This design comes from an exercise in tuning for small area on the open sky130 flow, not from production work. Only simulation tests tie the RTL to the original design; equivalence was not proved. Power figures rest on the tool's default switching activity, not on a simulated workload.

--- design/flow/constraint.sdc ---
create_clock -name core_clock -period 12.0 [get_ports {ClkPort}]
set_input_delay 2.4000 -clock core_clock [delete_from_list [all_inputs] [get_ports {ClkPort}]]
set_output_delay 2.4000 -clock core_clock [all_outputs]
set_load 0.01 [all_outputs]
--- design/flow/config.mk ---
export PLATFORM = sky130hd
export DESIGN_NAME = vga_top
export DESIGN_NICKNAME = vga_top
export VERILOG_FILES = /design/flow/design.v
export SDC_FILE = /design/flow/constraint.sdc
export NUM_CORES = 4
export LEC_CHECK = 0
export CAP_MARGIN = 20
export CORE_MARGIN = 2
export CORE_UTILIZATION = 50
export CTS_BUF_LIST = sky130_fd_sc_hd__clkbuf_8
export PLACE_DENSITY = 0.65
export SLEW_MARGIN = 20
--- design/flow/standard.sh ---
#!/bin/bash
# synth_recipe.tcl (not shown) runs the flow's synth.tcl, then flattens the netlist and writes it again
# the make line also repeats each setting of config.mk as NAME=value (left out here)
make -C /OpenROAD-flow-scripts/flow DESIGN_CONFIG=/design/flow/config.mk WORK_HOME=/design/flow/orfs CLKGATE_MAP_FILE= SYNTH_SCRIPT=/design/flow/synth_recipe.tcl "${@:-finish}"
--- design/flow/flow/run.sh ---
#!/bin/bash
# The standard layout (standard.sh: ORFS synthesis through finish), with:
#  - synthesis: synth_recipe.tcl unchanged, except that its technology mapping
#    step runs an area-oriented ABC script (flow/synth.tcl, flow/abc_area.script);
#  - the port buffers that global placement inserts on every input and output use
#    the smallest buffer cell;
#  - the constant outputs share the tie cells synthesis gives them (no tie fanout repair);
#  - clock tree synthesis adds no dummy loads (its other arguments are the
#    standard ones, with the clkbuf_8 buffer list of config.mk).
# Each make call's output goes to its own flow_make_*.log; each ORFS step keeps its
# own log under orfs/logs/.
set -euo pipefail
W="$PWD"
export FLOW_ABC_SCRIPT="$W/flow/abc_area.script"
export FLOW_SYNTH_TCL="$W/synth_recipe.tcl"
export SKIP_REPAIR_TIE_FANOUT=1
export BUFFER_PORTS_ARGS="-buffer_cell sky130_fd_sc_hd__buf_1"
export CTS_ARGS="-sink_clustering_enable -repair_clock_nets -buf_list sky130_fd_sc_hd__clkbuf_8 -dont_use_dummy_load"
bash standard.sh synth SYNTH_SCRIPT="$W/flow/synth.tcl" > flow_make_synth.log 2>&1
bash standard.sh finish SYNTH_SCRIPT="$W/flow/synth.tcl" > flow_make_finish.log 2>&1
--- design/flow/design.v ---
`timescale 1ns / 1ps
module display_controller(
	input clk,  
	input rst,
	output hSync, vSync,
	output reg bright,
	output reg [9:0] hCount,
	output reg [9:0] vCount
	);
	wire hEnd = (hCount == 10'd799);
	wire vEnd = (vCount == 10'd524);
	always @(posedge clk, posedge rst)
		if (rst) begin
			hCount <= 0;
			vCount <= 0;
		end else begin
			hCount <= hEnd ? 10'd0 : hCount + 10'd1;
			if (hEnd)
				vCount <= vEnd ? 10'd0 : vCount + 10'd1;
		end
	assign hSync = (hCount >= 10'd96);
	assign vSync = (vCount >= 10'd2);
	always @(posedge clk, posedge rst)
		if (rst)
			bright <= 0;
		else
			bright <= (hCount > 10'd143) && (hCount < 10'd784) && (vCount > 10'd34) && (vCount < 10'd516);
endmodule
`timescale 1ns / 1ps
module game_control(
	input clk,
	input en,  
	input bright,
	input rst,
	input up, input left, input right, input down,
	input [9:0] hCount, vCount,
	output reg [11:0] rgb,
	output reg [3:0] lives
	);
	localparam [11:0] BLACK  = 12'b0000_0000_0000;
	localparam [11:0] WHITE  = 12'b1111_1111_1111;
	localparam [11:0] RED    = 12'b1111_0000_0000;
	localparam [11:0] GREEN  = 12'b0000_1111_0000;
	localparam [11:0] GREY   = 12'b0101_0101_0101;
	localparam [11:0] YELLOW = 12'b1111_1111_0000;
	localparam [11:0] CYAN   = 12'b0000_1111_1111;
	localparam [11:0] BLUE   = 12'b0000_0000_1111;
	reg reg_down, move;
	reg [8:0] npx, nbx, nby;
	reg ydir;
	reg [1:0] xdir, xspd;
	reg [9:0] gw, gr, gb;  
	wire [9:0] ew = ~gw, er = ~gr, eb = ~gb;  
	wire [9:0] P = ~{npx, 1'b1};
	wire [9:0] X = ~{nbx, 1'b1};
	wire [9:0] Y = ~{nby, 1'b1};
	wire any_brick = ~&{gw, gr, gb};
	wire live = |lives;
	wire scr = (hCount >= 10'd148) && (hCount <= 10'd776) && (vCount >= 10'd40);
	wire [9:0] dpx;  
	rca #(9) a_dpx(.a(hCount[9:1]), .b(npx), .ci(1'b1), .s(dpx[9:1]), .co());
	assign dpx[0] = hCount[0];
	wire paddle = (vCount >= 10'd465) && (vCount <= 10'd475) && ((dpx <= 10'd50) || (dpx >= 10'd974));
	wire [10:0] dx, dy;  
	rca #(9) a_dx(.a(hCount[9:1]), .b(nbx), .ci(1'b1), .s(dx[9:1]), .co(dx[10]));
	rca #(9) a_dy(.a(vCount[9:1]), .b(nby), .ci(1'b1), .s(dy[9:1]), .co(dy[10]));
	assign dx[0] = hCount[0];
	assign dy[0] = vCount[0];
	wire xs = (dx[10:4] == 7'b1000000) || (dx[10:4] == 7'b0111111);
	wire ys = (dy[10:4] == 7'b1000000) || (dy[10:4] == 7'b0111111);
	reg shape;
	integer ix, iy;
	always @(*) begin
		ix = dx[4] ? {27'h7ffffff, dx[4:0]} : {27'd0, dx[4:0]};
		iy = dy[4] ? {27'h7ffffff, dy[4:0]} : {27'd0, dy[4:0]};
		if (ix < 0) ix = -ix;
		if (iy < 0) iy = -iy;
		shape = (iy <= 2 && ix <= 10) || (iy <= 4 && ix <= 8) || (iy <= 6 && ix <= 6) || (iy <= 7 && ix <= 4) || (iy <= 8 && ix <= 2) || (iy <= 9 && ix <= 1);
	end
	wire ball = xs && ys && shape && (!dy[10] || (Y >= 10'd10) || (dy[3:0] <= Y[3:0]));
	reg [9:0] hcol;
	integer i;
	always @(*)
		for (i = 0; i < 10; i = i + 1)
			hcol[i] = (hCount >= 148 + 63*i) && (hCount <= 209 + 63*i);
	wire row_w = (vCount >= 10'd40) && (vCount <= 10'd90);
	wire row_r = (vCount >= 10'd91) && (vCount <= 10'd141);
	wire row_b = (vCount >= 10'd142) && (vCount <= 10'd192);
	wire pix_w = row_w && |(hcol & ew);
	wire pix_r = row_r && |(hcol & er);
	wire pix_b = row_b && |(hcol & eb);
	always @(*) begin
		if (~bright)
			rgb = BLACK;
		else if (~reg_down)
			rgb = scr ? YELLOW : BLACK;
		else if (~live)
			rgb = (scr && any_brick) ? RED : BLACK;
		else if (paddle && any_brick)
			rgb = GREY;
		else if (pix_w)
			rgb = WHITE;
		else if (pix_r)
			rgb = RED;
		else if (pix_b)
			rgb = BLUE;
		else if (ball && any_brick)
			rgb = CYAN;
		else if (~any_brick && scr)
			rgb = GREEN;
		else
			rgb = BLACK;
	end
	function in_rng(input [9:0] v, input integer lo, input integer hi);
		in_rng = (v >= lo) && (v <= hi);
	endfunction
	wire [3:0] xa = X[9:6];
	wire [6:0] xsum;
	rca #(6) a_xs(.a(X[5:0]), .b({2'b00, xa}), .ci(1'b0), .s(xsum[5:0]), .co(xsum[6]));
	reg [12:0] xa_is;
	always @(*)
		for (i = 0; i < 13; i = i + 1)
			xa_is[i] = (xa == i);
	wire s_le = (xsum >= 7'd12) && (xsum <= 7'd16);  
	wire s_re = (xsum >= 7'd26) && (xsum <= 7'd30);  
	wire s_hi = (xsum >= 7'd32);                      
	wire s_hi5 = (xsum >= 7'd31);                     
	wire s_lo = (xsum <= 7'd11);                      
	reg [9:0] xb_b, xt_b, xb_r, xs_r, xs_l;
	always @(*)
		for (i = 0; i < 10; i = i + 1) begin
			xt_b[i] = (xa_is[i + 2] && s_hi) || (xa_is[i + 3] && s_lo);
			xb_r[i] = xt_b[i] || (i == 9 && xa_is[12] && xsum == 7'd12);  
			xb_b[i] = (i == 5) ? ((xa_is[7] && s_hi5) || (xa_is[8] && s_lo)) : xb_r[i];
			xs_r[i] = (i != 9) && xa_is[i + 3 > 12 ? 12 : i + 3] && s_re;
			xs_l[i] = (i != 0) && xa_is[i + 2] && s_le;
		end
	wire y_bb = in_rng(Y, 4, 196);    
	wire y_bt = in_rng(Y, 138, 142);  
	wire y_bs = in_rng(Y, 146, 196);  
	wire y_rb = in_rng(Y, 4, 145);    
	wire y_rt = (Y <= 10'd88);        
	wire y_rs = in_rng(Y, 95, 145);   
	wire y_wb = in_rng(Y, 4, 94);     
	wire y_ws = in_rng(Y, 44, 94);    
	wire y_top = in_rng(Y, 4, 45);    
	wire hb_b = y_bb && |(xb_b & eb);
	wire b1 = ydir && !hb_b;
	wire tb_on = y_bt && !b1;
	wire ht_b = tb_on && |(xt_b & eb);
	wire b2 = b1 || ht_b;
	wire hb_r = y_rb && |(xb_r & er);
	wire b3 = b2 && !hb_r;
	wire tr_on = y_rt && !b3;
	wire ht_r = tr_on && |(xb_r & er);
	wire b4 = b3 || ht_r;
	wire hb_w = y_wb && |(xb_r & ew);
	wire b5 = b4 && !hb_w;
	wire [9:0] srow = y_bs ? eb : y_rs ? er : y_ws ? ew : 10'd0;
	wire sr = |(xs_r & srow);
	wire sl = |(xs_l & srow);
	wire [9:0] xsd = xs_r | xs_l;
	wire [9:0] gw_n = gw | ({10{en && reg_down && y_wb}} & xb_r) | ({10{en && reg_down && y_ws}} & xsd);
	wire [9:0] gr_n = gr | ({10{en && reg_down && (y_rb || tr_on)}} & xb_r) | ({10{en && reg_down && y_rs}} & xsd);
	wire [9:0] gb_n = gb | ({10{en && reg_down && y_bb}} & xb_b) | ({10{en && reg_down && tb_on}} & xt_b) | ({10{en && reg_down && y_bs}} & xsd);
	wire [9:0] tp;
	rca #(9) a_tp(.a(~nbx), .b(npx), .ci(1'b1), .s(tp[9:1]), .co());
	assign tp[0] = 1'b0;
	wire bar = (Y == 10'd462) && !ydir;
	wire tp_neg = (tp >= 10'd974);    
	wire tp_pos = (tp >= 10'd2) && (tp <= 10'd50);
	wire tp_zero = (tp == 10'd0);
	wire tp_fast = (tp >= 10'd974 && tp <= 10'd997) || (tp >= 10'd27 && tp <= 10'd50);
	wire bar_hit = bar && (tp_neg || tp_pos || tp_zero);
	wire moving = move && (Y <= 10'd475);
	wire lost = !moving && (Y >= 10'd471);
	wire restart = !moving && (Y >= 10'd472);
	wire step = en && reg_down;
	wire bx_dec = step && moving && (xdir == 2'd0) && ((xspd == 2'd2 && X >= 10'd152) || (xspd == 2'd1 && X >= 10'd150));
	wire bx_inc = step && moving && (xdir == 2'd1) && ((xspd == 2'd2 && X <= 10'd772) || (xspd == 2'd1 && X <= 10'd774));
	wire bx_two = (xspd == 2'd2);
	wire [8:0] nbx_sum;
	rca #(9) a_bx(.a(nbx), .b({{7{bx_inc}}, (bx_inc || bx_dec) && (bx_two || bx_inc), (bx_inc || bx_dec) && !bx_two}),
		.ci(1'b0), .s(nbx_sum), .co());
	wire by_mv = step && moving;
	wire [8:0] nby_sum;
	rca #(9) a_by(.a(nby), .b({{8{by_mv && !b5}}, by_mv}), .ci(1'b0), .s(nby_sum), .co());
	wire px_r = step && right;
	wire px_l = step && !right && left;
	wire px_dn = (px_r && P <= 10'd728) || (px_l && P == 10'd198);  
	wire px_up = (px_r && P == 10'd732) || (px_l && P >= 10'd202);  
	wire px_two = (px_r && P <= 10'd728) || (px_l && P >= 10'd202);
	wire [8:0] npx_sum;
	rca #(9) a_px(.a(npx), .b({{7{px_dn}}, (px_dn || px_up) && (px_two || px_dn), (px_dn || px_up) && !px_two}),
		.ci(1'b0), .s(npx_sum), .co());
	always @(posedge clk, posedge rst)
		if (rst) begin
			reg_down <= 0;
			move <= 0;
		end else if (en && down)
			reg_down <= 1;
		else if (en && up && reg_down)
			move <= 1;
	always @(posedge clk, posedge rst)
		if (rst) begin
			npx <= ~9'd225;
			nbx <= ~9'd225;
			nby <= ~9'd228;
			lives <= 4'd3;
			gw <= 10'h000;
			gr <= 10'h000;
			gb <= 10'h000;
		end else begin
			nbx <= (step && restart) ? ~9'd225 : nbx_sum;
			nby <= (step && restart) ? ~9'd228 : nby_sum;
			npx <= (step && restart && !right && !left) ? ~9'd225 : npx_sum;
			lives <= lives + {4{step && lost}};
			gw <= gw_n;
			gr <= gr_n;
			gb <= gb_n;
		end
	always @(posedge clk, posedge rst)
		if (rst) begin
			ydir <= 1;
			xdir <= 2;
			xspd <= 0;
		end else if (en && reg_down) begin
			if (bar) begin
				if (tp_zero)
					xspd <= 0;
				else if (tp_fast)
					xspd <= 2;
				else if (tp_neg || tp_pos)
					xspd <= 1;
			end
			if (restart)
				xdir <= 2;
			else if (X <= 10'd152 && xdir == 0)
				xdir <= 1;
			else if (X >= 10'd772 && xdir == 1)
				xdir <= 0;
			else if (sl)
				xdir <= 0;
			else if (sr)
				xdir <= 1;
			else if (bar) begin
				if (tp_zero)
					xdir <= 2;
				else if (tp_neg)
					xdir <= 0;
				else if (tp_pos)
					xdir <= 1;
			end
			if (bar_hit)
				ydir <= 1;
			else if (y_top && b5)
				ydir <= 0;
			else if (restart)
				ydir <= 1;
			else
				ydir <= b5;
		end
endmodule
module rca #(parameter W = 9) (
	input [W-1:0] a, b,
	input ci,
	output [W-1:0] s,
	output co
	);
	wire [W:0] c;
	assign c[0] = ci;
	genvar k;
	generate for (k = 0; k < W; k = k + 1) begin : bit_
		assign s[k] = a[k] ^ b[k] ^ c[k];
		assign c[k+1] = (a[k] & b[k]) | (a[k] & c[k]) | (b[k] & c[k]);
	end endgenerate
	assign co = c[W];
endmodule
module display_lives(
	input [3:0] displayNumber,
	output [3:0] anode,
	output reg [6:0] ssdOut
	);
	assign anode = 4'b1110;
	always @(*)
		case (displayNumber)
		4'd0: ssdOut = 7'b0000001;
		4'd1: ssdOut = 7'b1001111;
		4'd2: ssdOut = 7'b0010010;
		default: ssdOut = 7'b0000110;
		endcase
endmodule
`timescale 1ns / 1ps
module vga_top(
	input ClkPort,
	input BtnC,
	input BtnU,
	input BtnD,
	input BtnR,
	input BtnL,
	input MoveTick,  
	output hSync, vSync,
	output [3:0] vgaR, vgaG, vgaB,
	output An0, An1, An2, An3, An4, An5, An6, An7,
	output Ca, Cb, Cc, Cd, Ce, Cf, Cg, Dp,
	output MemOE, MemWR, RamCS, QuadSpiFlashCS
	);
	wire bright;
	wire [9:0] hc, vc;
	wire [3:0] lives;
	wire [6:0] ssdOut;
	wire [3:0] anode;
	wire [11:0] rgb;
	display_controller dc(.clk(ClkPort), .rst(BtnC), .hSync(hSync), .vSync(vSync), .bright(bright), .hCount(hc), .vCount(vc));
	game_control sc(.clk(ClkPort), .en(MoveTick), .bright(bright), .rst(BtnC), .up(BtnU), .down(BtnD), .left(BtnL), .right(BtnR), .hCount(hc), .vCount(vc), .rgb(rgb), .lives(lives));
	display_lives cnt(.displayNumber(lives), .anode(anode), .ssdOut(ssdOut));
	assign vgaR = rgb[11 : 8];
	assign vgaG = rgb[7  : 4];
	assign vgaB = rgb[3  : 0];
	assign {MemOE, MemWR, RamCS, QuadSpiFlashCS} = 4'b1111;
	assign {An7, An6, An5, An4, An3, An2, An1, An0} = {4'b1111, anode};
	assign {Ca, Cb, Cc, Cd, Ce, Cf, Cg} = ssdOut[6 : 0];
	assign Dp = 1'b1;  
endmodule
--- design/flow/flow/abc_area.script ---
&get -n
&st
&synch2
&dch -f
&nf -p -R 1000
&st
&syn2
&synch2
&dch -f
&nf -p -R 1000
&st
&synch2
&dch -f
&nf -p -R 1000
&st
&synch2
&dch -f
&nf -p -R 1000
&st
&synch2
&dch -f
&nf -p -R 1000
&put
--- design/flow/flow/synth.tcl ---
# The standard flow's synthesis script (synth_recipe.tcl in the flow's work folder), with the
# technology mapping step (ORFS's final "abc -script ..." call) run with
# flow/abc_area.script, an area-oriented ABC script, in place of ORFS's script.
# Flip-flops are mapped before this step, so the registers are the standard ones.
proc abc {args} {
  set i [lsearch -exact $args -script]
  if {$i >= 0} {
    set args [lreplace $args [expr {$i + 1}] [expr {$i + 1}] $::env(FLOW_ABC_SCRIPT)]
  }
  puts "abc mapping script: $::env(FLOW_ABC_SCRIPT)"
  yosys abc {*}$args
}
source $::env(FLOW_SYNTH_TCL)
==> results of run 1 <==
-- placed cells by master, fill, tap and decap left out, types with 4 or more instances in the layout --
cell type / n
o2111ai_1: 6
dfstp_2: 19
o21a_1: 6
o31ai_1: 10
a22oi_1: 6
o21ai_0: 77
ha_1: 26
nor3_1: 33
buf_4: 4
nand2b_1: 15
and3_1: 6
a21oi_1: 44
or3_1: 9
clkinv_1: 81
clkbuf_8: 9
nor4_1: 18
and2_0: 7
o22a_1: 7
nand3_1: 33
nor2_1: 122
nand4b_1: 4
xnor2_1: 22
o211ai_1: 9
a21o_1: 5
a31oi_1: 20
buf_1: 26
o22ai_1: 30
xor2_1: 5
nand4_1: 27
nand2_1: 91
fa_1: 54
dfrtp_1: 70
nor2b_1: 6
-- sequential cells by signal, summed over array words and instances (netlist names), 2 cells and up --
signal,cells
sc.npx,9
sc.xdir,2
dc.hCount,10
sc.nbx,9
sc.gb,10
sc.lives,4
sc.xspd,2
dc.vCount,10
sc.gw,10
sc.gr,10
sc.nby,9
-- critical path, cell delays in order (launching register included) --
cell,delay [ps]
dfrtp_1,410
clkinv_1,220
ha_1,280
fa_1,370
fa_1,390
fa_1,390
fa_1,380
fa_1,390
fa_1,420
fa_1,410
fa_1,460
nor2_1,120
nand3_1,80
a31oi_1,160
o22ai_1,100
a41oi_1,170
nand3_1,90
a21oi_1,120
o21a_1,170
a31oi_1,40
o21ai_0,220
o21ai_0,100
a21oi_1,190
buf_1,170
-- area by class of cell --
| class | instances | area, um^2 | share of cell area |
|---|---|---|---|
| Multi-Input combinational cell | 746 | 5060 | 0.624 |
| Sequential cell | 89 | 2250 | 0.277 |
| Clock buffer | 9 | 124 | 0.0153 |
| Tap cell | 188 | 235 | 0.0290 |
| Timing Repair Buffer | 30 | 128 | 0.0157 |
| Inverter | 82 | 309 | 0.0381 |
-- power groups by stage --
stage	combinational, mW	clock, mW	sequential (mW)
after CTS	0.586	0.177	0.475
after global routing	0.679	0.188	0.489
after floorplan	0.458	0	0.442
after detailed placement	0.580	0	0.481
after global placement	0.573	0	0.482
final	0.589	0.174	0.481
-- kinds of logic (layout without fill, tap and decap cells) --
| kind of cell | count (synthesis) | in the layout |
|---|---|---|
| multiplexers | 1 | 1 |
| buffers and inverters | 103 | 121 |
| AND/OR/NAND/NOR | 378 | 378 |
| XOR/XNOR | 27 | 27 |
| adder cells (fa/ha/maj) | 80 | 80 |
| AO/OA/AOI/OAI | 258 | 258 |
| other | 2 | 2 |
| flip-flops | 89 | 89 |
-- per-layer routing --
layer  up-vias  global-route usage
li1       3413                   -
met3        82              0.0416
met1      3496               0.446
met5         -                   0
met4         0               0.138
met2       457               0.444
-- per-stage QoR --
stage / power, mW / cells / cell area (um^2) / hold WS [ps]
after CTS: 1.24 / 1144 / 8110 / 537
after detailed placement: 1.06 / 1135 / 7990 / 517
after floorplan: 0.900 / 938 / 7780 / 454
after global routing: 1.36 / 1144 / 8110 / 539
final: 1.24 / 1144 / 8110 / 529
after global placement: 1.05 / 1135 / 7990 / 514
-- final timing paths --
path	endpoint	depth (start not counted)
worst min-delay path	sc.xspd[1]$_DFFE_PP0P_	1
worst max register to register	sc.nby[8]$_DFF_PP1_	33
worst max-delay path	vgaG[0]	23
worst min register to register	sc.xspd[1]$_DFFE_PP0P_	1
max in group asynchronous	dc.hCount[5]$_DFF_PP0_	3
min in group asynchronous	sc.gr[2]$_DFF_PP0_	2
==> qor.csv, run 1 <==
stage,metric,value,unit
timing,tns,0,ps
timing,finalSetupViolCount,0,
floorplanning,dieArea,16600,um^2
cts,cts_sinks,89,
yosys,ys_top_cells_by_count,"nor2_1, nand2_1, clkinv_1, o21ai_0, dfrtp_1",
global_routing,grt.overflow.total,0,
yosys,ys_warn_count,3,
routing,first_pass_iters,7,
placed_design,hpwl,18400,um
worst_setup_path,r2r-start,sc.nbx[6]$_DFF_PP0_,
global_routing,grt_max_degree,58,
yosys,yosys.area.top_type,dfrtp_1,
finish,drive_above_1_share,0.0345,
routing,route.detailed.wl_per_inst,21.1,um
finish,fin_util,0.534,
placed_design,dp_slack,3760,ps
routing,wl_met1,10500,um
power_and_ir_drop,combPwrFrac,0.473,
cts,h-tree-depth,3,
finish,layout-area-overhead-vs-synth,4.25,%
timing,fin_worst_skew,30.3,ps
routing,via_per_inst,6.51,
timing,maxSlewViolCount,0,
power_and_ir_drop,seq_power_share,0.387,
yosys,synthSimpleGateAreaFrac,0.227,
yosys,synthTopCellsByArea,"dfrtp_1, fa_1, dfstp_2",
routing,routed-wl-met3,2150,um
power_and_ir_drop,p_clk_frac,0.140,
cts,clockBufferDepth,2,
timing,grt_setup_unrepaired,false,
power_and_ir_drop,ir_drop,104,uV
worst_setup_path,cp.arrival,6190,ps
worst_setup_path,crit_start,dc.hCount[1]$_DFF_PP0_,
power_and_ir_drop,power_density,153,nW/um^2
finish,fillers,1469,
cts,cts_setup_buffers,0,
yosys,yosysMostFrequentCell,nor2_1,
yosys,synth_top_flop_cell,dfrtp_1,
power_and_ir_drop,p_sw,0.563,mW
hold_path,holdCritPathClass,flop to flop,
yosys,synth.cell_area,7780,um^2
routing,wl_met2,10400,um
yosys,syn-num-nets,1025,
hold_path,min-delay-start,sc.xspd[1]$_DFFE_PP0P_,
placed_design,portBuffers,26,
worst_setup_path,critPathMaxFanout,7,
placed_design,gp_congestion,1.01,
routing,top_layer,met4,
worst_setup_path,end_kind,output pin,
worst_setup_path,start_kind,flop,
timing,worst_pin_slew,1220,ps
cts,clockRootBuffer,clkbuf_8,
yosys,synth_top_family_by_area,simple AND/OR/NAND/NOR gates,
yosys,yosysTopAreaCellShare,0.225,
routing,antenna_left,0,
yosys,avgSynthCellArea,8.30,um^2
timing,period_minus_slack,8590,ps
yosys,ys_async_sr_fraction,1.00,
routing,vias,7448,
worst_setup_path,r2r_slack,3980,ps
yosys,synth_fa_ha_area_frac,0.181,
power_and_ir_drop,netSwitchingFraction,0.453,
routing,wl,24100,um
cts,clk_pin_slew,80,ps
worst_setup_path,worstSetupPathType,flop to output pin,
yosys,synth_cells,938,
timing,slew-limit-headroom,0.179,
timing,max_freq,116,MHz
timing,setup_ws,3410,ps
global_routing,grt_usage,0.303,
floorplanning,fp.dieW,129,um
yosys,synthMuxAreaShare,0.00129,
routing,drtIter0Drc,907,
worst_setup_path,cp.required,9600,ps
yosys,synthXorXnorAreaFrac,0.0304,
finish,nets,1045,
routing,drc_errors,0,
yosys,ys_seq_area_frac,0.289,
cts,cts_tree,yes,
cts,numCtsBuffers,9,
floorplanning,initial_core_util,0.512,
floorplanning,io_pins,41,
timing,hold_viol,0,
cts,cts_hold_buf,0,
yosys,synth.distinct_cells,57,
yosys,synth-seq-cells,89,
power_and_ir_drop,cellLeakagePower,3.00,nW
timing,post-route-period-util,0.716,
yosys,synth-edff-count,0,
finish,antennaDiodeCount,0,
power_and_ir_drop,p_int,0.681,mW
flow_run,cap_violations,0,
floorplanning,fp.coreArea,15200,um^2
global_routing,antenna_found_initial,0,
yosys,synth_compound_area_frac,0.210,
status,status,"complete, no violations",
global_routing,grt_pass1_vias,6953,
cts,clkLatencyLatePin,380,ps
global_routing,grt_pass1_wl,38500,um
floorplanning,die_h,129,um
floorplanning,std_cell_rows,45,
cts,ctsResizeCount,0,
==> run 2, diff against run 1 <==
--- a/design/flow/config.mk
+++ b/design/flow/config.mk
@@ -7,7 +7,7 @@
 export LEC_CHECK = 0
 export CAP_MARGIN = 20
 export CORE_MARGIN = 2
-export CORE_UTILIZATION = 50
+export CORE_UTILIZATION = 40
 export CTS_BUF_LIST = sky130_fd_sc_hd__clkbuf_8
-export PLACE_DENSITY = 0.65
+export PLACE_DENSITY = 0.6
 export SLEW_MARGIN = 20
==> qor.csv, run 2 <==
stage,metric,value,unit,change
worst_setup_path,cp.arrival,6430,ps,+240 ps
finish,nets,1046,,+0.096%
yosys,synth.cell_area,7780,um^2,unchanged
floorplanning,fp.dieW,143,um,+11%
routing,drtIter0Drc,862,,-5.0%
finish,layout-area-overhead-vs-synth,5.58,%,
worst_setup_path,r2r-end,sc.nby[8]$_DFF_PP1_,,
worst_setup_path,worstRegToRegCells,33,,unchanged
timing,hold_ws,527,ps,-2.37 ps
routing,vias,7409,,-0.52%
placed_design,gp_congestion,0.979,,-2.6%
floorplanning,fp.coreArea,19300,um^2,+27%
yosys,ys_warn_count,3,,unchanged
finish,mostFrequentLayoutCell,nor2_1,,
worst_setup_path,critical_path.top_delay_family,adder cells,,
placed_design,hpwl,18400,um,about the same
finish,mostFrequentLayoutCells,"nor2_1, nand2_1, clkinv_1",,
timing,fin_worst_skew,33.1,ps,+2.80 ps
worst_setup_path,r2r-start,sc.nbx[6]$_DFF_PP0_,,
floorplanning,initial_core_util,0.404,,-0.108
flow_run,cap_violations,0,,unchanged
worst_setup_path,start_kind,flop,,
global_routing,antenna_found_initial,0,,unchanged
timing,finalSetupViolCount,0,,unchanged
worst_setup_path,crit_chain,clkinv_1 -> ha_1 -> fa_1 -> fa_1 -> fa_1 -> fa_1 -> fa_1 -> fa_1 -> fa_1 -> fa_1 -> nor2_1 -> nand3_1 -> a31oi_1 -> o22ai_1 -> a41oi_1 -> nand3_1 -> a21oi_1 -> o21a_1 -> a31oi_1 -> o21ai_0 -> o21ai_0 -> a21oi_1 -> buf_1,,
finish,drive_above_1_share,0.0355,,+0.00101
yosys,synth_cells,938,,unchanged
worst_setup_path,r2r_slack,3940,ps,-40 ps
timing,max_freq,113,MHz,-2.6%
cts,clk_pin_slew,80,ps,about the same
floorplanning,dieArea,20600,um^2,+24%
cts,h-tree-depth,3,,unchanged
cts,cts_sinks,89,,unchanged
worst_setup_path,critPathMaxFanout,7,,unchanged
worst_setup_path,worstSetupPathType,flop to output pin,,
worst_setup_path,worst-path-buf-inv,2,,unchanged
worst_setup_path,cpMostUsedCell,fa_1,,
placed_design,portBuffers,26,,unchanged
finish,fillers,1969,,+34%
timing,grt_setup_unrepaired,false,,
power_and_ir_drop,power_density,151,nW/um^2,-1.4%
worst_setup_path,crit_start,dc.hCount[1]$_DFF_PP0_,,
cts,clkLatencyLatePin,400,ps,+20 ps
routing,drc_errors,0,,unchanged
yosys,synth-edff-count,0,,unchanged
yosys,synth-seq-cells,89,,unchanged
yosys,syn-num-nets,1025,,unchanged
global_routing,grt_max_degree,51,,-12%
yosys,synthTopCellsByArea,"dfrtp_1, fa_1, dfstp_2",,
finish,fin_util,0.426,,-0.107
timing,slew-limit-headroom,0.361,,+0.183
cts,clockBufferDepth,2,,unchanged
timing,period_minus_slack,8830,ps,+234 ps
power_and_ir_drop,cellLeakagePower,3.01,nW,+0.17%
worst_setup_path,cp_num_cells,23,,unchanged
cts,numCtsBuffers,9,,unchanged
floorplanning,std_cell_rows,51,,+13%
cts,cts_setup_buffers,0,,unchanged
cts,clockRootBuffer,clkbuf_8,,
routing,route.detailed.wl_per_inst,19.7,um,-6.9%
routing,antenna_left,0,,unchanged
yosys,ys_seq_area_frac,0.289,,unchanged
worst_setup_path,cp_slowest_stage_delay,460,ps,about the same
yosys,yosysMostFrequentCell,nor2_1,,
power_and_ir_drop,ir_drop,65.4,uV,-37%
routing,via_per_inst,6.06,,-6.9%
cts,cts_tree,yes,,
global_routing,grt_usage,0.244,,-0.0583
yosys,yosysTopAreaCellShare,0.225,,unchanged
global_routing,grt_pass1_wl,38700,um,+0.41%
timing,setup_ws,3170,ps,-234 ps
worst_setup_path,end_kind,output pin,,
yosys,ys_async_sr_fraction,1.00,,unchanged
yosys,ys_top_cells_by_count,"nor2_1, nand2_1, clkinv_1, o21ai_0, dfrtp_1",,
hold_path,min-delay-start,sc.move$_DFFE_PP0P_,,
worst_setup_path,slowest_stage,fa_1,,
routing,first_pass_iters,6,,-1
hold_path,holdCritPathClass,flop to flop,,
global_routing,grt_pass1_vias,7040,,+1.3%
floorplanning,io_pins,41,,unchanged
hold_path,holdPathStages,1,,unchanged
status,status,"complete, no violations",,
cts,ctsResizeCount,0,,unchanged
timing,worst_pin_slew,949,ps,-267 ps
finish,antennaDiodeCount,0,,unchanged
yosys,synth.distinct_cells,57,,unchanged
worst_setup_path,cp.required,9600,ps,about the same
routing,wl,24000,um,-0.51%
yosys,yosys.area.top_type,dfrtp_1,,
cts,cts_hold_buf,0,,unchanged
floorplanning,die_h,143,um,+11%
global_routing,grt.overflow.total,0,,unchanged
yosys,synth_top_flop_cell,dfrtp_1,,
timing,hold_viol,0,,unchanged
yosys,avgSynthCellArea,8.30,um^2,unchanged
timing,tns,0,ps,unchanged
placed_design,dp_slack,3670,ps,-96.9 ps
hold_path,min_to,sc.move$_DFFE_PP0P_,,
timing,maxSlewViolCount,0,,unchanged
timing,post-route-period-util,0.735,,+0.0195
run 2: cell counts after synthesis:
Identical to the previous run, type by type.
run 2: kinds of logic (layout without fill, tap and decap cells):
logic type                 count (synthesis)  in the layout  synth area share
DFF                                       89             89             0.289
xor gates and xnor gates                  27             27            0.0304
other                                      2              2          0.000965
muxes                                      1              1           0.00129
and+or+nand+nor                          378            378             0.227
buffers and inverters                    103            122            0.0598
AOI/OAI and AO/OA                        258            258             0.210
adders and majority gates                 80             80             0.181
run 2: power breakdown:
| group | internal, mW | switching [mW] |
|---|---|---|
| logic | 0.241 | 0.351 |
| registers | 0.373 | 0.107 |
| clock network | 0.0673 | 0.104 |
| total | 0.682 | 0.561 |
run 2: worst max-delay path by stage:
stage | endpoint
floorplan | vgaG[2]
global placement | vgaG[2]
detailed placement | vgaG[3]
CTS | vgaG[3]
global route | vgaG[0]
finish | vgaG[0]
run 2: final cells by class:
cell class / count / area [um^2] / area share
clock buffers: 9 / 124 / 0.0151
inverters: 82 / 309 / 0.0376
multi-input cells: 746 / 5060 / 0.617
flip-flops and latches: 89 / 2250 / 0.274
well taps: 265 / 332 / 0.0404
repair buffers: 31 / 135 / 0.0164
run 2: per-layer routing:
layer  track usage  vias up  routed length [um]
met5             0        -                   0
met4         0.115        0                1040
met3        0.0410       56                1950
met2         0.355      386               10300
met1         0.354     3549               10800
li1              -     3418                   -
run 2: metrics by stage:
stage | power, mW | cells | instance area, um^2
4_1_cts | 1.24 | 1222 | 8220
2_1_floorplan | 0.900 | 938 | 7780
6_report | 1.24 | 1222 | 8220
3_5_place_dp | 1.06 | 1213 | 8090
3_3_place_gp | 1.06 | 1213 | 8090
5_1_grt | 1.36 | 1222 | 8220
run 2: worst register-to-register path, delay by kind of cell, from the launching register on:
kind,cells,cell delay [ps]
compound gates,10,1810
xor+xnor,1,160
fa+ha+maj,11,3350
buf+inv,7,1030
flops,1,530
simple gates,4,1080
==> run 3, diff against run 2 <==
--- a/design/flow/flow/abc_area.script
+++ b/design/flow/flow/abc_area.script
@@ -20,4 +20,24 @@
 &synch2
 &dch -f
 &nf -p -R 1000
+&st
+&synch2
+&dch -f
+&nf -p -R 1000
+&st
+&synch2
+&dch -f
+&nf -p -R 1000
+&st
+&synch2
+&dch -f
+&nf -p -R 1000
+&st
+&synch2
+&dch -f
+&nf -p -R 1000
+&st
+&synch2
+&dch -f
+&nf -p -R 1000
 &put
==> qor.csv, run 3 <==
stage,metric,value,unit,change
finish,mostFrequentLayoutCells,"nor2_1, nand2_1, clkinv_1",,
finish,layout-area-overhead-vs-synth,5.23,%,
worst_setup_path,cp.arrival,6330,ps,-100 ps
timing,hold_ws,524,ps,-2.83 ps
cts,cts_setup_buffers,0,,unchanged
floorplanning,io_pins,41,,unchanged
floorplanning,std_cell_rows,50,,-2.0%
finish,antennaDiodeCount,0,,unchanged
routing,first_pass_iters,6,,unchanged
worst_setup_path,r2r-end,sc.nby[8]$_DFF_PP1_,,
power_and_ir_drop,ir_drop,89.8,uV,+37%
status,status,"complete, no violations",,
global_routing,grt_usage,0.236,,-0.00811
routing,route.detailed.wl_per_inst,20.1,um,+2.2%
placed_design,hpwl,17600,um,-4.2%
timing,maxSlewViolCount,0,,unchanged
yosys,synth.cell_area,7680,um^2,-1.3%
hold_path,holdPathStages,2,,+1
cts,clockBufferDepth,2,,unchanged
routing,drc_errors,0,,unchanged
yosys,synth_top_flop_cell,dfrtp_1,,
finish,multi_input_area,4990,um^2,-1.5%
worst_setup_path,cpMostUsedCell,fa_1,,
global_routing,grt_pass1_vias,6935,,-1.5%
timing,fin_worst_skew,24.7,ps,-8.41 ps
worst_setup_path,cp_num_cells,19,,-17%
power_and_ir_drop,cellLeakagePower,3.00,nW,-0.33%
routing,via_per_inst,6.26,,+3.3%
cts,cts_tree,yes,,
finish,nets,1006,,-3.8%
worst_setup_path,critical_path.top_delay_family,adder cells,,
global_routing,grt.overflow.total,0,,unchanged
floorplanning,fp.coreArea,18800,um^2,-2.6%
cts,cts_hold_buf,0,,unchanged
yosys,avgSynthCellArea,8.56,um^2,+3.1%
timing,period_minus_slack,8730,ps,-91.0 ps
global_routing,grt_max_degree,66,,+29%
power_and_ir_drop,power_density,154,nW/um^2,+2.0%
finish,drive_above_1_share,0.0382,,+0.00264
yosys,ys_warn_count,3,,unchanged
timing,grt_setup_unrepaired,false,,
floorplanning,fp.dieW,143,um,-0.61%
worst_setup_path,r2r_slack,4110,ps,+170 ps
yosys,synth_cells,898,,-4.3%
global_routing,grt_pass1_wl,37600,um,-2.8%
global_routing,antenna_found_initial,0,,unchanged
yosys,syn-num-nets,985,,-3.9%
worst_setup_path,start_kind,flop,,
placed_design,dp_slack,3720,ps,+56.9 ps
yosys,synth-edff-count,0,,unchanged
cts,numCtsBuffers,9,,unchanged
routing,vias,7209,,-2.7%
floorplanning,die_h,143,um,-0.61%
yosys,synth-seq-cells,89,,unchanged
hold_path,holdCritPathClass,flop to flop,,
worst_setup_path,r2r-start,sc.nbx[6]$_DFF_PP0_,,
cts,clkLatencyLatePin,400,ps,about the same
cts,clk_pin_slew,90,ps,about the same
finish,fillers,1905,,-3.3%
placed_design,place_area,7960,um^2,-1.7%
routing,wl,23100,um,-3.8%
yosys,synth.distinct_cells,60,,+5.3%
yosys,ys_seq_area_frac,0.293,,+0.00367
placed_design,portBuffers,26,,unchanged
finish,mostFrequentLayoutCell,nor2_1,,
cts,cts_sinks,89,,unchanged
finish,final-seq-area,2250,um^2,unchanged
timing,tns,0,ps,unchanged
routing,drtIter0Drc,653,,-24%
worst_setup_path,worstSetupPathType,flop to output pin,,
timing,finalSetupViolCount,0,,unchanged
timing,max_freq,114,MHz,+1.0%
floorplanning,initial_core_util,0.409,,+0.00562
worst_setup_path,worstRegToRegCells,33,,unchanged
timing,worst_pin_slew,1000,ps,+52.8 ps
placed_design,gp_congestion,0.983,,+0.34%
worst_setup_path,end_kind,output pin,,
worst_setup_path,cp.required,9600,ps,about the same
worst_setup_path,endpoint,vgaG[0],,
yosys,synthTopCellsByArea,"dfrtp_1, fa_1, dfstp_2",,
yosys,ys_top_cells_by_count,"nor2_1, nand2_1, clkinv_1, dfrtp_1, a21oi_1",,
worst_setup_path,slowest_stage,dfstp_2,,
floorplanning,dieArea,20300,um^2,-1.2%
cts,h-tree-depth,3,,unchanged
timing,setup_ws,3270,ps,+91.0 ps
yosys,yosysTopAreaCellShare,0.228,,+0.00286
timing,hold_viol,0,,unchanged
flow_run,cap_violations,0,,unchanged
worst_setup_path,critPathMaxFanout,5,,-2
finish,final_area,8090,um^2,-1.6%
cts,ctsResizeCount,0,,unchanged
worst_setup_path,crit_start,sc.nbx[1]$_DFF_PP1_,,
yosys,yosysMostFrequentCell,nor2_1,,
routing,antenna_left,0,,unchanged
worst_setup_path,worst-path-buf-inv,2,,unchanged
yosys,ys_async_sr_fraction,1.00,,unchanged
worst_setup_path,cp_slowest_stage_delay,610,ps,+150 ps
yosys,yosys.area.top_type,dfrtp_1,,
worst_setup_path,crit_chain,clkinv_1 -> fa_1 -> fa_1 -> fa_1 -> fa_1 -> fa_1 -> fa_1 -> fa_1 -> fa_1 -> and4b_1 -> nand4_1 -> a21oi_1 -> o2111ai_1 -> a221oi_1 -> a21oi_1 -> o21ai_0 -> o21ai_0 -> a21oi_1 -> buf_1,,
timing,post-route-period-util,0.728,,-0.00759
cts,clockRootBuffer,clkbuf_8,,
timing,slew-limit-headroom,0.331,,-0.0300
-- run 3: cells by family (layout without fill, tap and decap cells) --
family                     after synthesis  after routing  synth area share
and+or+nand+nor                        346            346             0.219
AOI/OAI and AO/OA                      253            253             0.213
buffers and inverters                   99            118            0.0586
DFF                                     89             89             0.293
adders and majority gates               80             80             0.183
xor gates and xnor gates                28             28            0.0319
other                                    2              2          0.000977
muxes                                    1              1           0.00130
-- run 3: power by group --
group,total [mW],leakage (nW),switching [mW],internal (mW)
clock network,0.176,0.0647,0.109,0.0675
registers,0.476,1.12,0.102,0.374
logic,0.595,1.81,0.353,0.242
-- run 3: worst reg2reg max path: cells and delay by family, from the launching register on --
kind,cells,cell delay [ps]
compound gates,8,1660
xor+xnor,1,150
fa+ha+maj,12,3190
buf+inv,8,1230
flops,1,790
simple gates,4,790
-- run 3: layer usage --
metal / share of wire / routed length, um / vias to the layer above / track usage
met4: 0.030 / 691 / 0 / 0.0844
li1: - / - / 3284 / -
met2: 0.44 / 10300 / 362 / 0.370
met5: 0 / 0 / - / 0
met3: 0.077 / 1780 / 67 / 0.0367
met1: 0.45 / 10400 / 3496 / 0.332
-- run 3: final cells by class --
cell class | instances | share of cell area
clock buffer | 9 | 0.0153
multi-input combinational | 710 | 0.617
sequential | 89 | 0.278
inverter | 78 | 0.0364
tap | 234 | 0.0362
timing repair buffer | 31 | 0.0167
-- run 3: worst min path at each step --
stage                   startpoint                  end
4_1_cts        sc.move$_DFFE_PP0P_  sc.move$_DFFE_PP0P_
5_1_grt        sc.move$_DFFE_PP0P_  sc.move$_DFFE_PP0P_
3_3_place_gp   sc.move$_DFFE_PP0P_  sc.move$_DFFE_PP0P_
2_1_floorplan  sc.move$_DFFE_PP0P_  sc.move$_DFFE_PP0P_
3_5_place_dp   sc.move$_DFFE_PP0P_  sc.move$_DFFE_PP0P_
6_report       sc.ydir$_DFFE_PP1P_  sc.ydir$_DFFE_PP1P_
-- run 3: metrics by stage --
stage	power, mW	cells	util
2_1_floorplan	0.900	898	-
3_3_place_gp	1.05	1142	0.424
3_5_place_dp	1.06	1142	0.424
4_1_cts	1.24	1151	0.431
5_1_grt	1.35	1151	0.431
6_report	1.25	1151	0.431
==> run 4, diff against run 3 <==
--- a/design/flow/flow/run.sh
+++ b/design/flow/flow/run.sh
@@ -15,6 +15,6 @@
 export FLOW_SYNTH_TCL="$W/synth_recipe.tcl"
 export SKIP_REPAIR_TIE_FANOUT=1
 export BUFFER_PORTS_ARGS="-buffer_cell sky130_fd_sc_hd__buf_1"
-export CTS_ARGS="-sink_clustering_enable -repair_clock_nets -buf_list sky130_fd_sc_hd__clkbuf_8 -dont_use_dummy_load"
+export CTS_ARGS="-sink_clustering_enable -repair_clock_nets -root_buf sky130_fd_sc_hd__clkbuf_8 -buf_list sky130_fd_sc_hd__clkbuf_4 -dont_use_dummy_load"
 bash standard.sh synth SYNTH_SCRIPT="$W/flow/synth.tcl" > flow_make_synth.log 2>&1
 bash standard.sh finish SYNTH_SCRIPT="$W/flow/synth.tcl" > flow_make_finish.log 2>&1
==> qor.csv, run 4 <==
stage,metric,value,unit,change
timing,grt_setup_unrepaired,false,,
floorplanning,fp.coreArea,18800,um^2,unchanged
floorplanning,io_pins,41,,unchanged
worst_setup_path,cp.required,9600,ps,about the same
cts,clk_pin_slew,90,ps,about the same
routing,antenna_left,0,,unchanged
yosys,syn-num-nets,985,,unchanged
yosys,avgSynthCellArea,8.56,um^2,unchanged
finish,nets,1006,,unchanged
worst_setup_path,worstSetupPathType,flop to output pin,,
cts,cts_sinks,89,,unchanged
worst_setup_path,r2r-start,sc.nbx[6]$_DFF_PP0_,,
worst_setup_path,r2r_slack,4110,ps,about the same
placed_design,gp_congestion,0.983,,unchanged
timing,hold_ws,524,ps,unchanged
finish,final_area,8090,um^2,unchanged
placed_design,portBuffers,26,,unchanged
yosys,yosysTopAreaCellShare,0.228,,unchanged
global_routing,grt_usage,0.236,,unchanged
yosys,ys_seq_area_frac,0.293,,unchanged
global_routing,grt_pass1_vias,6935,,unchanged
floorplanning,initial_core_util,0.409,,unchanged
global_routing,antenna_found_initial,0,,unchanged
placed_design,place_inst,1142,,unchanged
finish,finalNonFillerCells,1151,,unchanged
global_routing,grt.overflow.total,0,,unchanged
floorplanning,dieArea,20300,um^2,unchanged
routing,drc_errors,0,,unchanged
timing,maxSlewViolCount,0,,unchanged
routing,first_pass_iters,6,,unchanged
finish,final-seq-area,2250,um^2,unchanged
finish,layout-area-overhead-vs-synth,5.23,%,unchanged
yosys,synth_cells,898,,unchanged
worst_setup_path,cpMostUsedCell,fa_1,,
yosys,synthTopCellsByArea,"dfrtp_1, fa_1, dfstp_2",,
timing,period_minus_slack,8730,ps,unchanged
worst_setup_path,cp.arrival,6330,ps,about the same
cts,h-tree-depth,3,,unchanged
floorplanning,die_h,143,um,unchanged
timing,fin_worst_skew,24.7,ps,unchanged
timing,max_freq,114,MHz,unchanged
worst_setup_path,start_kind,flop,,
hold_path,holdPathStages,2,,unchanged
worst_setup_path,end_kind,output pin,,
timing,worst_pin_slew,1000,ps,unchanged
yosys,synth-edff-count,0,,unchanged
cts,clkLatencyLatePin,400,ps,about the same
yosys,synth.cell_area,7680,um^2,unchanged
timing,tns,0,ps,unchanged
worst_setup_path,slowest_stage,dfstp_2,,
global_routing,grt_pass1_wl,37600,um,unchanged
power_and_ir_drop,p_total,1.25,mW,unchanged
routing,route.detailed.wl_per_inst,20.1,um,unchanged
floorplanning,fp.dieW,143,um,unchanged
yosys,ys_async_sr_fraction,1.00,,unchanged
timing,post-route-period-util,0.728,,unchanged
cts,clockRootBuffer,clkbuf_8,,
cts,ctsResizeCount,0,,unchanged
yosys,yosys.area.top_type,dfrtp_1,,
hold_path,min_to,sc.ydir$_DFFE_PP1P_,,
worst_setup_path,r2r-end,sc.nby[8]$_DFF_PP1_,,
finish,antennaDiodeCount,0,,unchanged
yosys,synth.distinct_cells,60,,unchanged
routing,via_per_inst,6.26,,unchanged
worst_setup_path,crit_chain,clkinv_1 -> fa_1 -> fa_1 -> fa_1 -> fa_1 -> fa_1 -> fa_1 -> fa_1 -> fa_1 -> and4b_1 -> nand4_1 -> a21oi_1 -> o2111ai_1 -> a221oi_1 -> a21oi_1 -> o21ai_0 -> o21ai_0 -> a21oi_1 -> buf_1,,
yosys,synth-seq-cells,89,,unchanged
cts,cts_hold_buf,0,,unchanged
worst_setup_path,cp_slowest_stage_delay,610,ps,about the same
finish,multi_input_area,4990,um^2,unchanged
hold_path,holdCritPathClass,flop to flop,,
power_and_ir_drop,power_density,154,nW/um^2,unchanged
yosys,ys_top_cells_by_count,"nor2_1, nand2_1, clkinv_1, dfrtp_1, a21oi_1",,
power_and_ir_drop,cellLeakagePower,3.00,nW,unchanged
worst_setup_path,worstRegToRegCells,33,,unchanged
floorplanning,std_cell_rows,50,,unchanged
status,status,"complete, no violations",,
hold_path,min-delay-start,sc.ydir$_DFFE_PP1P_,,
routing,wl,23100,um,unchanged
finish,mostFrequentLayoutCell,nor2_1,,
power_and_ir_drop,ir_drop,89.8,uV,unchanged
placed_design,hpwl,17600,um,unchanged
timing,slew-limit-headroom,0.331,,unchanged
cts,clockBufferDepth,2,,unchanged
routing,vias,7209,,unchanged
finish,mostFrequentLayoutCells,"nor2_1, nand2_1, clkinv_1",,
cts,cts_setup_buffers,0,,unchanged
yosys,yosysMostFrequentCell,nor2_1,,
routing,drtIter0Drc,653,,unchanged
cts,cts_tree,yes,,
timing,finalSetupViolCount,0,,unchanged
placed_design,place_area,7960,um^2,unchanged
timing,hold_viol,0,,unchanged
finish,fillers,1905,,unchanged
global_routing,grt_max_degree,66,,unchanged
yosys,synth_top_flop_cell,dfrtp_1,,
cts,numCtsBuffers,9,,unchanged
flow_run,cap_violations,0,,unchanged
finish,drive_above_1_share,0.0382,,unchanged
worst_setup_path,critPathMaxFanout,5,,unchanged
yosys,ys_warn_count,3,,unchanged
run 4: cell counts in the layout (fill, tap and decap cells not counted):
Identical to the previous run, type by type.
run 4: cell families after synthesis:
kind of cell    Yosys count  synth area share
xor+xnor                 28            0.0319
buf+inv                  99            0.0586
flops                    89             0.293
other cells               2          0.000977
simple gates            346             0.219
mux                       1           0.00130
fa+ha+maj                80             0.183
compound gates          253             0.213
run 4: power by group:
| group | internal (mW) | leakage, nW | switching, mW |
|---|---|---|---|
| clock network | 0.0675 | 0.0647 | 0.109 |
| logic | 0.242 | 1.81 | 0.353 |
| registers | 0.374 | 1.12 | 0.102 |
run 4: routing by layer:
layer | vias to the layer above | part of all wire | global-route usage
met3 | 67 | 0.077 | 0.0367
met4 | 0 | 0.030 | 0.0844
met5 | - | 0 | 0
met1 | 3496 | 0.45 | 0.332
li1 | 3284 | - | -
met2 | 362 | 0.44 | 0.370
run 4: per-stage QoR:
stage | setup slack, ps | utilization
CTS | 3280 | 0.431
finish | 3270 | 0.431
global placement | 3830 | 0.424
floorplan | 4150 | -
detailed placement | 3720 | 0.424
global route | 2910 | 0.431
run 4: area by class of cell:
class / count / area share
Clock buffer: 9 / 0.0153
Tap cell: 234 / 0.0362
Multi-Input combinational cell: 710 / 0.617
Timing Repair Buffer: 31 / 0.0167
Inverter: 78 / 0.0364
Sequential cell: 89 / 0.278
run 4: worst max-delay path, delay by kind of cell, from the launching register on:
kind | cells | cell delay (ps)
AOI/OAI and AO/OA | 7 | 1290
buffers and inverters | 2 | 390
adders and majority gates | 8 | 3330
DFF | 1 | 610
and+or+nand+nor | 2 | 320
run 4: worst max-delay path by stage:
stage	start	end	slack, ps	cells after the start
3_5_place_dp	sc.nbx[1]$_DFF_PP1_	vgaG[0]	3720	19
6_report	sc.nbx[1]$_DFF_PP1_	vgaG[0]	3270	19
2_1_floorplan	sc.nbx[1]$_DFF_PP1_	vgaG[2]	4150	19
3_3_place_gp	sc.nbx[1]$_DFF_PP1_	vgaG[2]	3830	19
4_1_cts	sc.nbx[1]$_DFF_PP1_	vgaG[0]	3280	19
5_1_grt	dc.hCount[2]$_DFF_PP0_	vgaG[0]	2910	19
==> run 5, diff against run 4 <==
--- a/design/flow/config.mk
+++ b/design/flow/config.mk
@@ -7,7 +7,7 @@
 export LEC_CHECK = 0
 export CAP_MARGIN = 20
 export CORE_MARGIN = 2
-export CORE_UTILIZATION = 40
+export CORE_UTILIZATION = 50
 export CTS_BUF_LIST = sky130_fd_sc_hd__clkbuf_8
-export PLACE_DENSITY = 0.6
+export PLACE_DENSITY = 0.65
 export SLEW_MARGIN = 20
==> qor.csv, run 5 <==
stage,metric,value,unit,change
routing,antenna_left,0,,unchanged
worst_setup_path,cp_slowest_stage_delay,610,ps,about the same
floorplanning,dieArea,16400,um^2,-19%
yosys,ys_warn_count,3,,unchanged
cts,clockBufferDepth,2,,unchanged
routing,via_per_inst,6.41,,+2.4%
global_routing,grt_pass1_wl,36400,um,-3.3%
yosys,synth-seq-cells,89,,unchanged
routing,wl,22300,um,-3.7%
worst_setup_path,r2r_slack,4030,ps,-80 ps
worst_setup_path,endpoint,vgaG[0],,
power_and_ir_drop,cellLeakagePower,3.00,nW,about the same
floorplanning,io_pins,41,,unchanged
worst_setup_path,slowest_stage,dfstp_2,,
placed_design,hpwl,17100,um,-3.0%
yosys,synth_cells,898,,unchanged
cts,cts_sinks,89,,unchanged
floorplanning,fp.dieW,128,um,-10%
cts,numCtsBuffers,9,,unchanged
timing,hold_viol,0,,unchanged
power_and_ir_drop,p_total,1.23,mW,-1.6%
yosys,yosysMostFrequentCell,nor2_1,,
finish,fillers,1442,,-24%
floorplanning,fp.coreArea,15100,um^2,-20%
global_routing,grt_pass1_vias,6832,,-1.5%
global_routing,grt_usage,0.284,,+0.0482
yosys,yosys.area.top_type,dfrtp_1,,
finish,layout-area-overhead-vs-synth,4.40,%,
cts,cts_setup_buffers,0,,unchanged
finish,mostFrequentLayoutCells,"nor2_1, nand2_1, clkinv_1",,
yosys,yosysTopAreaCellShare,0.228,,unchanged
routing,route.detailed.wl_per_inst,20.1,um,+0.34%
timing,period_minus_slack,8640,ps,-94.9 ps
routing,vias,7088,,-1.7%
timing,grt_setup_unrepaired,false,,
worst_setup_path,cp.arrival,6240,ps,-90 ps
worst_setup_path,cpMostUsedCell,fa_1,,
worst_setup_path,worstSetupPathType,flop to output pin,,
yosys,synth_top_flop_cell,dfrtp_1,,
timing,max_freq,116,MHz,+1.1%
power_and_ir_drop,power_density,153,nW/um^2,-0.80%
timing,setup_ws,3360,ps,+94.9 ps
worst_setup_path,critPathMaxFanout,5,,unchanged
worst_setup_path,crit_start,sc.nbx[1]$_DFF_PP1_,,
timing,slew-limit-headroom,0.274,,-0.0577
yosys,syn-num-nets,985,,unchanged
routing,first_pass_iters,5,,-1
routing,drtIter0Drc,667,,+2.1%
yosys,ys_async_sr_fraction,1.00,,unchanged
worst_setup_path,worstRegToRegCells,33,,unchanged
worst_setup_path,crit_chain,clkinv_1 -> fa_1 -> fa_1 -> fa_1 -> fa_1 -> fa_1 -> fa_1 -> fa_1 -> fa_1 -> and4b_1 -> nand4_1 -> a21oi_1 -> o2111ai_1 -> a221oi_1 -> a21oi_1 -> o21ai_0 -> o21ai_0 -> a21oi_1 -> buf_1,,
floorplanning,die_h,128,um,-10%
floorplanning,initial_core_util,0.509,,+0.0998
hold_path,holdCritPathClass,flop to flop,,
placed_design,dp_slack,3810,ps,+81.6 ps
global_routing,antenna_found_initial,0,,unchanged
status,status,"complete, no violations",,
yosys,synth.cell_area,7680,um^2,unchanged
finish,drive_above_1_share,0.0371,,-0.00109
finish,mostFrequentLayoutCell,nor2_1,,
cts,ctsResizeCount,0,,unchanged
cts,cts_tree,yes,,
cts,h-tree-depth,3,,unchanged
worst_setup_path,end_kind,output pin,,
yosys,avgSynthCellArea,8.56,um^2,unchanged
global_routing,grt_max_degree,67,,+1.5%
finish,nets,1006,,unchanged
worst_setup_path,r2r-start,sc.nbx[6]$_DFF_PP0_,,
finish,antennaDiodeCount,0,,unchanged
routing,drc_errors,0,,unchanged
floorplanning,std_cell_rows,45,,-10%
global_routing,grt.overflow.total,0,,unchanged
placed_design,portBuffers,26,,unchanged
yosys,ys_seq_area_frac,0.293,,unchanged
cts,clockRootBuffer,clkbuf_8,,
yosys,synth.distinct_cells,60,,unchanged
timing,fin_worst_skew,26.2,ps,+1.55 ps
worst_setup_path,r2r-end,sc.nby[8]$_DFF_PP1_,,
timing,post-route-period-util,0.720,,-0.00791
worst_setup_path,start_kind,flop,,
timing,tns,0,ps,unchanged
timing,maxSlewViolCount,0,,unchanged
power_and_ir_drop,ir_drop,106,uV,+18%
cts,clkLatencyLatePin,400,ps,about the same
timing,finalSetupViolCount,0,,unchanged
yosys,synth-edff-count,0,,unchanged
cts,cts_hold_buf,0,,unchanged
yosys,ys_top_cells_by_count,"nor2_1, nand2_1, clkinv_1, dfrtp_1, a21oi_1",,
cts,clk_pin_slew,90,ps,about the same
worst_setup_path,cp.required,9600,ps,about the same
yosys,synthTopCellsByArea,"dfrtp_1, fa_1, dfstp_2",,
flow_run,cap_violations,0,,unchanged
placed_design,gp_congestion,0.991,,+0.79%
timing,worst_pin_slew,1090,ps,+86.4 ps
## run 5: logic make-up after synthesis
group | count (synthesis) | share of synthesized area
other | 2 | 0.000977
adder cells (fa/ha/maj) | 80 | 0.183
AND/OR/NAND/NOR | 346 | 0.219
multiplexers | 1 | 0.00130
buffers and inverters | 99 | 0.0586
XOR/XNOR | 28 | 0.0319
flip-flops | 89 | 0.293
AO/OA/AOI/OAI | 253 | 0.213
## run 5: worst min path at each step
stage                                endpoint  slack, ps  cells past startpoint           startpoint
final                     sc.move$_DFFE_PP0P_        520                      1  sc.move$_DFFE_PP0P_
after global routing      sc.move$_DFFE_PP0P_        560                      1  sc.move$_DFFE_PP0P_
after CTS                 sc.move$_DFFE_PP0P_        510                      1  sc.move$_DFFE_PP0P_
after detailed placement  sc.move$_DFFE_PP0P_        490                      1  sc.move$_DFFE_PP0P_
after global placement    sc.move$_DFFE_PP0P_        490                      1  sc.move$_DFFE_PP0P_
after floorplan           sc.move$_DFFE_PP0P_        450                      1  sc.move$_DFFE_PP0P_
## run 5: power breakdown
| part | switching (mW) | leakage [nW] | internal (mW) |
|---|---|---|---|
| registers | 0.0993 | 1.12 | 0.374 |
| clock network | 0.103 | 0.0647 | 0.0673 |
| logic | 0.345 | 1.81 | 0.238 |
| total | 0.548 | 3.00 | 0.680 |
## run 5: through the flow
stage | utilization | std cells | hold slack (ps) | cell area (um^2)
3_5_place_dp | 0.523 | 1096 | 489 | 7900
2_1_floorplan | - | 898 | 453 | 7680
5_1_grt | 0.532 | 1105 | 560 | 8020
4_1_cts | 0.532 | 1105 | 512 | 8020
3_3_place_gp | 0.523 | 1096 | 488 | 7900
6_report | 0.532 | 1105 | 523 | 8020
## run 5: worst max-delay path, delay by kind of cell (launching register included)
| family | cells | cell delay (ps) |
|---|---|---|
| buf+inv | 2 | 390 |
| simple gates | 2 | 350 |
| fa+ha+maj | 8 | 3340 |
| compound gates | 7 | 1170 |
| flops | 1 | 610 |
## run 5: cell type report
type | instances | area [um^2] | area share
multi-input cells | 710 | 4980 | 0.621
well taps | 188 | 235 | 0.0293
inverters | 78 | 294 | 0.0367
flip-flops and latches | 89 | 2250 | 0.281
clock buffers | 9 | 124 | 0.0154
repair buffers | 31 | 135 | 0.0168
## run 5: metal layers
metal  GRT usage  vias up  wire, um
li1            -     3286         -
met4       0.114        0       656
met3      0.0739       65      1960
met1       0.389     3364      9570
met5           0        -         0
met2       0.433      373     10100

-- re-timing with driven ports --
Ports are ideal in the flow. The routed layouts listed here were re-timed in OpenROAD.
Step 1 (the two cells are an assumption about what drives the block):
set clk [get_ports {ClkPort}]
set_driving_cell -lib_cell sky130_fd_sc_hd__clkbuf_16 $clk
set_driving_cell -lib_cell sky130_fd_sc_hd__buf_2 [delete_from_list [all_inputs] $clk]
Step 2, shift: input delay + t, output delay - t, t = (earliest + latest rising clock arrival at the registers) / 2. This alone moves slack from input paths to output paths.
a / b / c = ideal / step 1 / step 2; a / b = the first two.
| run | shift t [ns] | setup WS [ns] | hold WS [ns] | worst setup path at the end |
|---|---|---|---|---|
| run 1 | 0.410 | 3.409 / 3.368 / 3.779 | 0.529 / 0.529 / 0.529 | register to output |
| run 2 | 0.416 | 3.175 / 3.139 / 3.555 | 0.527 / 0.527 / 0.527 | register to output |
| run 3 | 0.425 | 3.266 / 3.225 / 3.650 | 0.524 / 0.524 / 0.524 | register to output |
| run 4 | 0.425 | 3.266 / 3.225 / 3.650 | 0.524 / 0.524 / 0.524 | register to output |
| run 5 | 0.417 | 3.361 / 3.324 / 3.741 | 0.523 / 0.523 / 0.523 | register to output |
After both steps every run listed still meets setup and hold.
